Source: an optimization exercise on an open RTL-to-GDS flow (aim: small area). Production flows keep margins and buffers that such runs may drop. In this exercise RTL edits were held to simulation tests only and were not proved equivalent to the original.

==> maple <==
==> flow/design.v <==
`timescale 1ns / 1ps
module temp_monitor(
    input         CLK100MHZ,         
    input         reset,             
    input         enable,            
    input  [12:0] manualSwitch,
    input         TMP_SDA_in,        
    output        TMP_SDA_out,       
    output        TMP_SDA_oe,        
    output        TMP_SCL,           
    output [6:0]  CA,                
    output [7:0]  AN,                
    output        dp,
    output        R,G,B,
    output [15:0] LED                
    );
    localparam [4:0] DASH  = 5'd16;
    localparam [4:0] BLANK = 5'd31;
    reg  [14:0] lfsr;
    wire        lz    = (lfsr[13:0] == 14'd0);
    wire        lzero = lz & ~lfsr[14];
    always @(posedge CLK100MHZ or posedge reset)
        if (reset) lfsr <= 15'd0;
        else       lfsr <= {lfsr[13:0], lfsr[14] ^ lfsr[13] ^ lz};
    reg  [2:0] pdig;                         
    wire [2:0] dig = pdig + {2'b00, lzero};   
    reg        started;
    always @(posedge CLK100MHZ or posedge reset)
        if (reset) begin
            pdig    <= 3'd7;
            started <= 1'b0;
        end else begin
            pdig    <= dig;
            started <= 1'b1;
        end
    localparam [8:0] PRE_FIRST = 9'd401;
    localparam [8:0] PRE_LAST  = 9'd456;
    reg  [8:0] pre;
    wire       tick = (pre == PRE_LAST);
    always @(posedge CLK100MHZ or posedge reset)
        if (reset) pre <= PRE_FIRST;
        else       pre <= {pre[7:0], ~(pre[8] ^ pre[4] ^ tick)};
    reg [2:0] sub;
    reg [6:0] ph;
    wire sub_end = (sub == 3'd4);
    always @(posedge CLK100MHZ or posedge reset)
        if (reset) begin
            sub <= 3'd0;
            ph  <= 7'd0;
        end else if (tick) begin
            sub <= sub_end ? 3'd0 : sub + 3'd1;
            if (sub_end)
                ph <= (ph == 7'd111) ? 7'd0 : ph + 7'd1;
        end
    assign TMP_SCL = ph[1];
    wire nack = (ph >= 7'd106);
    assign TMP_SDA_oe = (ph < 7'd34) | (ph >= 7'd70 && ph < 7'd74) | nack;
    reg obit;
    always @(*) begin
        if (ph[6])
            obit = ph[5];
        else if (ph == 7'd0)
            obit = 1'b1;
        else if (ph < 7'd3)
            obit = 1'b0;
        else if (ph < 7'd7)
            obit = 1'b1;
        else if (ph < 7'd15)
            obit = 1'b0;
        else if (ph < 7'd19)
            obit = 1'b1;
        else if (ph < 7'd23)
            obit = 1'b0;
        else
            obit = 1'b1;
    end
    assign TMP_SDA_out = obit;
    wire step_end = tick & sub_end;
    wire sample   = step_end & (ph[1:0] == 2'b01) & (ph >= 7'd41) & (ph <= 7'd89) & (ph != 7'd73);
    wire sample_l = step_end & (ph == 7'd93);
    reg [12:0] ring;
    always @(posedge CLK100MHZ)
        ring <= {ring[11:0], sample ? TMP_SDA_in : ring[12]};
    reg lsb3;
    always @(posedge CLK100MHZ)
        if (sample_l) lsb3 <= TMP_SDA_in;
    reg [12:0] T;
    reg        valid;
    wire       load = tick & (sub == 3'd0) & (ph == 7'd106);
    always @(posedge CLK100MHZ)
        if (load) T <= {ring[1], ring[11], ring[8], ring[5], ring[2], ring[12], ring[9],
                        ring[6], ring[0], ring[10], ring[7], ring[4], lsb3};
    always @(posedge CLK100MHZ or posedge reset)
        if (reset)     valid <= 1'b0;
        else if (load) valid <= 1'b1;
    wire [12:0] V = ({13{enable & valid}} & T) | ({13{~enable}} & manualSwitch);
    assign LED = {V, 3'b000};
    reg [6:0] rc;    
    reg       rgb;
    always @(posedge CLK100MHZ or posedge reset)
        if (reset) rc <= 7'd100;
        else       rc <= (rc == 7'd0) ? 7'd100 : rc - 7'd1;
    wire [7:0] TI = T[11:4];
    wire gt30  = (TI > 8'd30);
    wire hold  = ~valid | (~T[12] & ((TI == 8'd0) | (TI == 8'd30)));
    wire level = T[12] ? (rc > 7'd75) : gt30 ? (rc != 7'd0) : (rc > 7'd50);
    always @(posedge CLK100MHZ or posedge reset)
        if (reset)      rgb <= 1'b0;
        else if (!hold) rgb <= level;
    assign R = rgb;
    assign G = rgb;
    assign B = rgb;
    wire [4:0] code;
    tm_digit_code u_code(.enable(enable), .V(V), .dig(dig), .code(code));
    reg [4:0] ncode;
    always @(posedge CLK100MHZ or posedge reset)
        if (reset) ncode <= 5'd0;
        else       ncode <= ~code;
    wire [4:0] rcode = ~ncode;
    reg [6:0] seg;
    always @(*) begin
        case (rcode)
            5'd0 : seg = 7'b1000000;
            5'd1 : seg = 7'b1111001;
            5'd2 : seg = 7'b0100100;
            5'd3 : seg = 7'b0110000;
            5'd4 : seg = 7'b0011001;
            5'd5 : seg = 7'b0010010;
            5'd6 : seg = 7'b0000010;
            5'd7 : seg = 7'b1111000;
            5'd8 : seg = 7'b0000000;
            5'd9 : seg = 7'b0011000;
            5'd10: seg = 7'b0001000;
            5'd11: seg = 7'b0000011;
            5'd12: seg = 7'b1000110;
            5'd13: seg = 7'b0100001;
            5'd14: seg = 7'b0000110;
            5'd15: seg = 7'b0001110;
            5'd16: seg = 7'b0111111;
            default: seg = 7'b1111111;
        endcase
    end
    assign CA = seg;
    assign AN[0] = ~(pdig == 3'd0);
    assign AN[1] = ~(pdig == 3'd1);
    assign AN[2] = ~(pdig == 3'd2);
    assign AN[3] = ~(pdig == 3'd3);
    assign AN[4] = ~(pdig == 3'd4);
    assign AN[5] = ~(pdig == 3'd5);
    assign AN[6] = ~(started & pdig[2] & pdig[1]);
    assign AN[7] = 1'b1;
    assign dp    = ~(pdig == 3'd4);
endmodule
module tm_digit_code(
    input             enable,
    input      [12:0] V,
    input      [2:0]  dig,
    output reg [4:0]  code
    );
    localparam [4:0] DASH  = 5'd16;
    localparam [4:0] BLANK = 5'd31;
    wire        s   = V[12];
    wire [11:0] below;
    assign below[0] = 1'b0;
    genvar gi;
    generate for (gi = 1; gi < 12; gi = gi + 1) begin : g_neg
        assign below[gi] = below[gi-1] | V[gi-1];
    end endgenerate
    wire [11:0] mag = V[11:0] ^ ({12{s}} & below);
    wire [7:0]  I   = mag[11:4];
    wire [3:0]  F   = mag[3:0];
    wire [4:0] q;
    wire [2:0] r0, r1, r2, r3, r4;
    assign q[4] = I[7] & (I[6] | I[5]);
    assign r0 = {I[7] & ~I[6] & ~I[5], I[6] & (~I[7] | I[5]), (~I[7] & I[5]) | (I[7] & I[6] & ~I[5])};
    m5 s1(r0, I[4], q[3], r1);
    m5 s2(r1, I[3], q[2], r2);
    m5 s3(r2, I[2], q[1], r3);
    m5 s4(r3, I[1], q[0], r4);
    wire [3:0] r = {r4, I[0]};
    wire        ge100 = (q >= 5'd10);
    wire        ge10  = (q != 5'd0);
    wire [1:0]  hun   = {q >= 5'd20, ge100 & (q < 5'd20)};
    wire [3:0]  ten   = q - ((q >= 5'd20) ? 5'd20 : ge100 ? 5'd10 : 5'd0);
    reg [3:0] f1, f2, f3;
    always @(*) begin
        case (F[1:0])
            2'd0: f1 = 4'd0;
            2'd1: f1 = 4'd2;
            2'd2: f1 = 4'd5;
            default: f1 = 4'd7;
        endcase
        case (F[2:0])
            3'd0: f2 = 4'd0;
            3'd1: f2 = 4'd6;
            3'd2: f2 = 4'd2;
            3'd3: f2 = 4'd8;
            3'd4: f2 = 4'd5;
            3'd5: f2 = 4'd1;
            3'd6: f2 = 4'd7;
            default: f2 = 4'd3;
        endcase
        case (F)
            4'd0, 4'd1:   f3 = 4'd0;
            4'd2, 4'd3:   f3 = 4'd1;
            4'd4:         f3 = 4'd2;
            4'd5, 4'd6:   f3 = 4'd3;
            4'd7:         f3 = 4'd4;
            4'd8, 4'd9:   f3 = 4'd5;
            4'd10, 4'd11: f3 = 4'd6;
            4'd12:        f3 = 4'd7;
            4'd13, 4'd14: f3 = 4'd8;
            default:      f3 = 4'd9;
        endcase
    end
    always @(*) begin
        case (dig)
            3'd0: code = F[0] ? 5'd5 : 5'd0;
            3'd1: code = {1'b0, f1};
            3'd2: code = {1'b0, f2};
            3'd3: code = {1'b0, f3};
            3'd4: code = {1'b0, r};
            3'd5: code = enable ? q : ge10 ? {1'b0, ten} : (s ? DASH : BLANK);
            3'd6: code = enable ? (s ? DASH : BLANK) :
                         ge100 ? {3'b000, hun} : ((ge10 & s) ? DASH : BLANK);
            default: code = (~enable & s & ge100) ? DASH : BLANK;
        endcase
    end
endmodule
module m5(input [2:0] r, input b, output q, output [2:0] ro);
    assign q     = r[2] | (r[1] & (r[0] | b));
    assign ro[2] = (r[1] & ~r[0] & ~b) | (r[2] & b);
    assign ro[1] = (~r[1] & r[0]) | (r[1] & r[0] & b) | (r[2] & ~b);
    assign ro[0] = (~r[2] & ~r[1] & b) | (r[1] & r[0] & ~b) | (r[2] & ~b);
endmodule
==> flow/flow/run.sh <==
#!/bin/bash
# Own layout flow: the standard synthesis, then its combinational logic is
# re-mapped with a stronger ABC script (registers untouched), then the standard
# ORFS layout with the smallest buffer on the ports.
set -euo pipefail
W=$(pwd)
PLAT=$FLOW_HOME/platforms/$FLOW_PLATFORM
LIB=$PLAT/lib/sky130_fd_sc_hd__tt_025C_1v80.lib
RES=$W/orfs/results/$FLOW_PLATFORM/temp_monitor/base

# 1. standard synthesis (reference registers and names)
bash standard.sh synth > $W/log_1_standard_synth.txt 2>&1
cp $RES/1_2_yosys.v $W/std_1_2_yosys.v

# 2. re-map the combinational logic
python3 flow/cellmap.py $LIB > $W/cellmap.v
cat > $W/resyn.ys <<EOS
read_verilog $W/cellmap.v
read_liberty -lib -ignore_redef $LIB
read_verilog $W/std_1_2_yosys.v
hierarchy -top $FLOW_TOP
flatten
opt -purge
techmap
opt -fast -purge
read_liberty -lib -overwrite $LIB
abc -script $W/flow/resyn.abc -liberty $LIB -dont_use *probe* -dont_use *lpflow*
splitnets
opt_clean -purge
hilomap -singleton -hicell sky130_fd_sc_hd__conb_1 HI -locell sky130_fd_sc_hd__conb_1 LO
insbuf -buf sky130_fd_sc_hd__buf_1 A X
check -assert -mapped
tee -o $W/resyn_stat.txt stat -liberty $LIB
write_verilog -noattr -nohex -nodec $W/resyn.v
EOS
yosys -s $W/resyn.ys > $W/log_2_resyn.txt 2>&1
cp $W/resyn.v $RES/1_2_yosys.v
rm -f $RES/1_synth.odb $RES/1_synth.sdc

# 3. standard layout from the re-mapped netlist
export BUFFER_PORTS_ARGS="-buffer_cell sky130_fd_sc_hd__buf_1"
export CTS_ARGS="-sink_clustering_enable -repair_clock_nets -sink_clustering_size 20 -buf_list sky130_fd_sc_hd__clkbuf_8 -dont_use_dummy_load"
bash standard.sh > $W/log_3_layout.txt 2>&1
==> flow/flow/cellmap.py <==
#!/usr/bin/env python3
"""Write Verilog models (assign statements) of the combinational sky130hd cells."""
import re, sys
lib = sys.argv[1]
cells = {}
cell = None; pin = None; depth = 0; seq = set(); tri = set(); dirs = {}
for line in open(lib):
    m = re.match(r'\s*cell\s*\(\s*"?(\w+)"?\s*\)', line)
    if m:
        cell = m.group(1); cells[cell] = {}; dirs[cell] = {}; continue
    if cell is None: continue
    if re.match(r'\s*(ff|latch|statetable)\s*\(', line): seq.add(cell)
    if 'three_state' in line: tri.add(cell)
    m = re.match(r'\s*pin\s*\(\s*"?(\w+)"?\s*\)', line)
    if m: pin = m.group(1); continue
    m = re.match(r'\s*direction\s*:\s*"?(\w+)"?', line)
    if m and pin: dirs[cell][pin] = m.group(1)
    m = re.match(r'\s*function\s*:\s*"([^"]*)"', line)
    if m and pin: cells[cell][pin] = m.group(1)
out = []
for c, fs in cells.items():
    if c in seq or c in tri or not fs: continue
    ins = [p for p, d in dirs[c].items() if d == 'input']
    outs = [p for p in fs if dirs[c].get(p) == 'output']
    if not outs: continue
    out.append('module %s(%s);' % (c, ', '.join(ins + outs)))
    for p in ins: out.append('  input %s;' % p)
    for p in outs:
        out.append('  output %s;' % p)
        out.append('  assign %s = %s;' % (p, fs[p].replace('!', '~')))
    out.append('endmodule')
print('\n'.join(out))
==> flow/flow/resyn.abc <==
&get -n
&deepsyn -T 60
&put
dch -f
amap -F 50 -A 50
topo
==> flow/standard.sh <==
#!/bin/bash
# synth_recipe.tcl (not shown) runs the flow's synth.tcl, then flattens the netlist and writes it again
# the make line also repeats each setting of config.mk as NAME=value (left out here)
make -C /OpenROAD-flow-scripts/flow DESIGN_CONFIG=/design/flow/config.mk WORK_HOME=/design/flow/orfs CLKGATE_MAP_FILE= SYNTH_SCRIPT=/design/flow/synth_recipe.tcl "${@:-finish}"
==> flow/config.mk <==
export PLATFORM = sky130hd
export DESIGN_NAME = temp_monitor
export DESIGN_NICKNAME = temp_monitor
export VERILOG_FILES = /design/flow/design.v
export SDC_FILE = /design/flow/constraint.sdc
export NUM_CORES = 4
export LEC_CHECK = 0
export ABC_AREA = 1
export CAP_MARGIN = 20
export CORE_MARGIN = 2
export CORE_UTILIZATION = 70
export CTS_BUF_LIST = sky130_fd_sc_hd__clkbuf_8
export CTS_CLUSTER_SIZE = 15
export SLEW_MARGIN = 20
==> flow/constraint.sdc <==
create_clock -name core_clock -period 10.0 [get_ports {CLK100MHZ}]
set_input_delay 2.0000 -clock core_clock [delete_from_list [all_inputs] [get_ports {CLK100MHZ}]]
set_output_delay 2.0000 -clock core_clock [all_outputs]
set_load 0.01 [all_outputs]
==> inputs of cedar, as changes to maple <==
==> flow/design.v, changed modules only <==
module temp_monitor(
    input         CLK100MHZ,         
    input         reset,             
    input         enable,            
    input  [12:0] manualSwitch,
    input         TMP_SDA_in,        
    output        TMP_SDA_out,       
    output        TMP_SDA_oe,        
    output        TMP_SCL,           
    output [6:0]  CA,                
    output [7:0]  AN,                
    output        dp,
    output        R,G,B,
    output [15:0] LED                
    );
    localparam [4:0] DASH  = 5'd16;
    localparam [4:0] BLANK = 5'd31;
    reg  [14:0] lfsr;
    wire        lz    = (lfsr[13:0] == 14'd0);
    wire        lzero = lz & ~lfsr[14];
    always @(posedge CLK100MHZ or posedge reset)
        if (reset) lfsr <= 15'd0;
        else       lfsr <= {lfsr[13:0], lfsr[14] ^ lfsr[13] ^ lz};
    reg  [2:0] npdig;                        
    wire [2:0] pdig = ~npdig;
    wire [2:0] dig = pdig + {2'b00, lzero};   
    reg        started;
    always @(posedge CLK100MHZ or posedge reset)
        if (reset) begin
            npdig   <= 3'd0;
            started <= 1'b0;
        end else begin
            npdig   <= ~dig;
            started <= 1'b1;
        end
    localparam [8:0] PRE_FIRST = 9'd401;
    localparam [8:0] PRE_LAST  = 9'd456;
    reg  [8:0] prex;                         
    wire [8:0] pre  = prex ^ PRE_FIRST;
    wire       tick = (pre == PRE_LAST);
    always @(posedge CLK100MHZ or posedge reset)
        if (reset) prex <= 9'd0;
        else       prex <= {pre[7:0], ~(pre[8] ^ pre[4] ^ tick)} ^ PRE_FIRST;
    reg [2:0] sub;
    reg [6:0] ph;
    wire sub_end = (sub == 3'd4);
    always @(posedge CLK100MHZ or posedge reset)
        if (reset) begin
            sub <= 3'd0;
            ph  <= 7'd0;
        end else if (tick) begin
            sub <= sub_end ? 3'd0 : sub + 3'd1;
            if (sub_end)
                ph <= (ph == 7'd111) ? 7'd0 : ph + 7'd1;
        end
    assign TMP_SCL = ph[1];
    wire nack = (ph >= 7'd106);
    assign TMP_SDA_oe = (ph < 7'd34) | (ph >= 7'd70 && ph < 7'd74) | nack;
    reg obit;
    always @(*) begin
        if (ph[6])
            obit = ph[5];
        else if (ph == 7'd0)
            obit = 1'b1;
        else if (ph < 7'd3)
            obit = 1'b0;
        else if (ph < 7'd7)
            obit = 1'b1;
        else if (ph < 7'd15)
            obit = 1'b0;
        else if (ph < 7'd19)
            obit = 1'b1;
        else if (ph < 7'd23)
            obit = 1'b0;
        else
            obit = 1'b1;
    end
    assign TMP_SDA_out = obit;
    wire step_end = tick & sub_end;
    wire sample   = step_end & (ph[1:0] == 2'b01) & (ph >= 7'd41) & (ph <= 7'd89) & (ph != 7'd73);
    wire sample_l = step_end & (ph == 7'd93);
    reg [12:0] ring;
    always @(posedge CLK100MHZ)
        ring <= {ring[11:2], sample_l ? TMP_SDA_in : ring[1], ring[0], sample ? TMP_SDA_in : ring[12]};
    reg [12:0] T;
    reg        valid;
    wire       load = tick & (sub == 3'd0) & (ph == 7'd106);
    always @(posedge CLK100MHZ)
        if (load) T <= {ring[1], ring[11], ring[8], ring[5], ring[2], ring[12], ring[9],
                        ring[6], ring[0], ring[10], ring[7], ring[4], ring[3]};
    always @(posedge CLK100MHZ or posedge reset)
        if (reset)     valid <= 1'b0;
        else if (load) valid <= 1'b1;
    wire [12:0] V = ({13{enable & valid}} & T) | ({13{~enable}} & manualSwitch);
    assign LED = {V, 3'b000};
    reg  [6:0] rcx;   
    wire [6:0] rc = rcx ^ 7'd100;    
    reg        rgb;
    always @(posedge CLK100MHZ or posedge reset)
        if (reset) rcx <= 7'd0;
        else       rcx <= ((rc == 7'd0) ? 7'd100 : rc - 7'd1) ^ 7'd100;
    wire [7:0] TI = T[11:4];
    wire gt30  = (TI > 8'd30);
    wire hold  = ~valid | (~T[12] & ((TI == 8'd0) | (TI == 8'd30)));
    wire level = T[12] ? (rc > 7'd75) : gt30 ? (rc != 7'd0) : (rc > 7'd50);
    always @(posedge CLK100MHZ or posedge reset)
        if (reset)      rgb <= 1'b0;
        else if (!hold) rgb <= level;
    assign R = rgb;
    assign G = rgb;
    assign B = rgb;
    wire [4:0] code;
    tm_digit_code u_code(.enable(enable), .V(V), .dig(dig), .code(code));
    reg [4:0] ncode;
    always @(posedge CLK100MHZ or posedge reset)
        if (reset) ncode <= 5'd0;
        else       ncode <= ~code;
    wire [4:0] rcode = ~ncode;
    reg [6:0] seg;
    always @(*) begin
        case (rcode)
            5'd0 : seg = 7'b1000000;
            5'd1 : seg = 7'b1111001;
            5'd2 : seg = 7'b0100100;
            5'd3 : seg = 7'b0110000;
            5'd4 : seg = 7'b0011001;
            5'd5 : seg = 7'b0010010;
            5'd6 : seg = 7'b0000010;
            5'd7 : seg = 7'b1111000;
            5'd8 : seg = 7'b0000000;
            5'd9 : seg = 7'b0011000;
            5'd10: seg = 7'b0001000;
            5'd11: seg = 7'b0000011;
            5'd12: seg = 7'b1000110;
            5'd13: seg = 7'b0100001;
            5'd14: seg = 7'b0000110;
            5'd15: seg = 7'b0001110;
            5'd16: seg = 7'b0111111;
            default: seg = 7'b1111111;
        endcase
    end
    assign CA = seg;
    assign AN[0] = ~(pdig == 3'd0);
    assign AN[1] = ~(pdig == 3'd1);
    assign AN[2] = ~(pdig == 3'd2);
    assign AN[3] = ~(pdig == 3'd3);
    assign AN[4] = ~(pdig == 3'd4);
    assign AN[5] = ~(pdig == 3'd5);
    assign AN[6] = ~(started & pdig[2] & pdig[1]);
    assign AN[7] = 1'b1;
    assign dp    = ~(pdig == 3'd4);
endmodule
--- a/flow/flow/run.sh
+++ b/flow/flow/run.sh
@@ -14,5 +14,8 @@
 
-# 2. re-map the combinational logic
+# 2. re-map the combinational logic: four ABC runs with different seeds,
+#    keep the smallest
 python3 flow/cellmap.py $LIB > $W/cellmap.v
-cat > $W/resyn.ys <<EOS
+for S in 1 2 3 4; do
+  sed "s/@SEED@/$S/" flow/resyn.abc > $W/resyn_$S.abc
+  cat > $W/resyn_$S.ys <<EOS
 read_verilog $W/cellmap.v
@@ -26,3 +29,3 @@
 read_liberty -lib -overwrite $LIB
-abc -script $W/flow/resyn.abc -liberty $LIB -dont_use *probe* -dont_use *lpflow*
+abc -script $W/resyn_$S.abc -liberty $LIB -dont_use *probe* -dont_use *lpflow*
 splitnets
@@ -32,7 +35,16 @@
 check -assert -mapped
-tee -o $W/resyn_stat.txt stat -liberty $LIB
-write_verilog -noattr -nohex -nodec $W/resyn.v
+tee -o $W/resyn_stat_$S.txt stat -liberty $LIB
+write_verilog -noattr -nohex -nodec $W/resyn_$S.v
 EOS
-yosys -s $W/resyn.ys > $W/log_2_resyn.txt 2>&1
-cp $W/resyn.v $RES/1_2_yosys.v
+  yosys -s $W/resyn_$S.ys > $W/log_2_resyn_$S.txt 2>&1 &
+done
+wait
+BEST=$(for S in 1 2 3 4; do
+  if [[ -s $W/resyn_$S.v ]]; then
+    echo "$(awk '/Chip area/ {print $NF}' $W/resyn_stat_$S.txt) $S"
+  fi
+done | sort -g | head -1 | awk '{print $2}')
+echo "best resynthesis: seed $BEST" > $W/log_2_resyn_best.txt
+cat $W/resyn_stat_*.txt >> $W/log_2_resyn_best.txt
+cp $W/resyn_$BEST.v $RES/1_2_yosys.v
 rm -f $RES/1_synth.odb $RES/1_synth.sdc
==> flow/flow/resyn.abc (replaced) <==
&get -n
&deepsyn -T 60 -S @SEED@
&put
dch -f
amap -F 50 -A 50
topo
upsize -D 6000
dnsize -D 6000
- CORE_UTILIZATION: 70 -> 55
==> impl_metrics.xml <==
<?xml version="1.0" encoding="UTF-8"?>
<metrics>
  <group name="logic_synthesis">
    <metric name="synth_cells" unit="">463</metric>
  </group>
  <group name="setup_path">
    <metric name="critPathMaxStageDelay" unit="ns">0.36</metric>
    <metric name="worst_path_buffer_plus_inverter_count" unit="">7</metric>
  </group>
  <group name="status">
    <metric name="status" unit="">no timing/DRC/antenna violations</metric>
  </group>
  <group name="place">
    <metric name="dpl.hpwl" unit="µm">5916</metric>
  </group>
  <group name="die">
    <metric name="die_height" unit="µm">78.39</metric>
  </group>
  <group name="cells_and_area">
    <metric name="nFlopsAndLatches" unit="">79</metric>
  </group>
  <group name="routing">
    <metric name="wl_met3" unit="µm">470</metric>
  </group>
</metrics>
-- figures above: maple

==> impl_metrics.xml <==
<?xml version="1.0" encoding="UTF-8"?>
<metrics>
  <group name="status">
    <metric name="status" unit="">no timing/DRC/antenna violations</metric>
  </group>
  <group name="place">
    <metric name="dpl.hpwl" unit="µm">5890</metric>
  </group>
  <group name="setup_path">
    <metric name="critPathMaxStageDelay" unit="ns">0.39</metric>
    <metric name="worst_path_buffer_plus_inverter_count" unit="">6</metric>
  </group>
  <group name="cts">
    <metric name="numClockSinks" unit="">78</metric>
  </group>
  <group name="logic_synthesis">
    <metric name="synth_cells" unit="">454</metric>
  </group>
  <group name="routing">
    <metric name="wl_met3" unit="µm">347</metric>
  </group>
  <group name="cells_and_area">
    <metric name="layout.comb_gates.multi_input" unit="">289</metric>
  </group>
  <group name="die">
    <metric name="die_height" unit="µm">87.45</metric>
  </group>
</metrics>
-- figures above: cedar

==> what the ideal ports hide <==
The results above use ideal ports. As a check the final layouts listed here were re-extracted and re-timed, cells and wires unchanged. Step 1, drivers: a clkbuf_16 drives CLK100MHZ and a buf_2 each remaining input, both assumed. Step 2 times the ports against the registers' clock, not the clock port: input delays grow and output delays shrink by t, the midpoint of the rising clock arrivals with the driver on. a / b / c = ideal ports / drivers / drivers and shift; a / b = the first two.
run | t, ns | setup slack, ns | hold slack, ns | cell pins on the clock port's net
maple | 0.371 | 0.897 / 0.905 / 0.534 | 0.335 / 0.335 / 0.335 | 1
cedar | 0.360 | 1.137 / 1.146 / 0.786 | 0.334 / 0.334 / 0.334 | 1
After both steps setup and hold are still met in every run listed. For maple, which loses most, drivers alone change the setup slack by +0.008 ns; drivers and shift together by -0.363 ns.
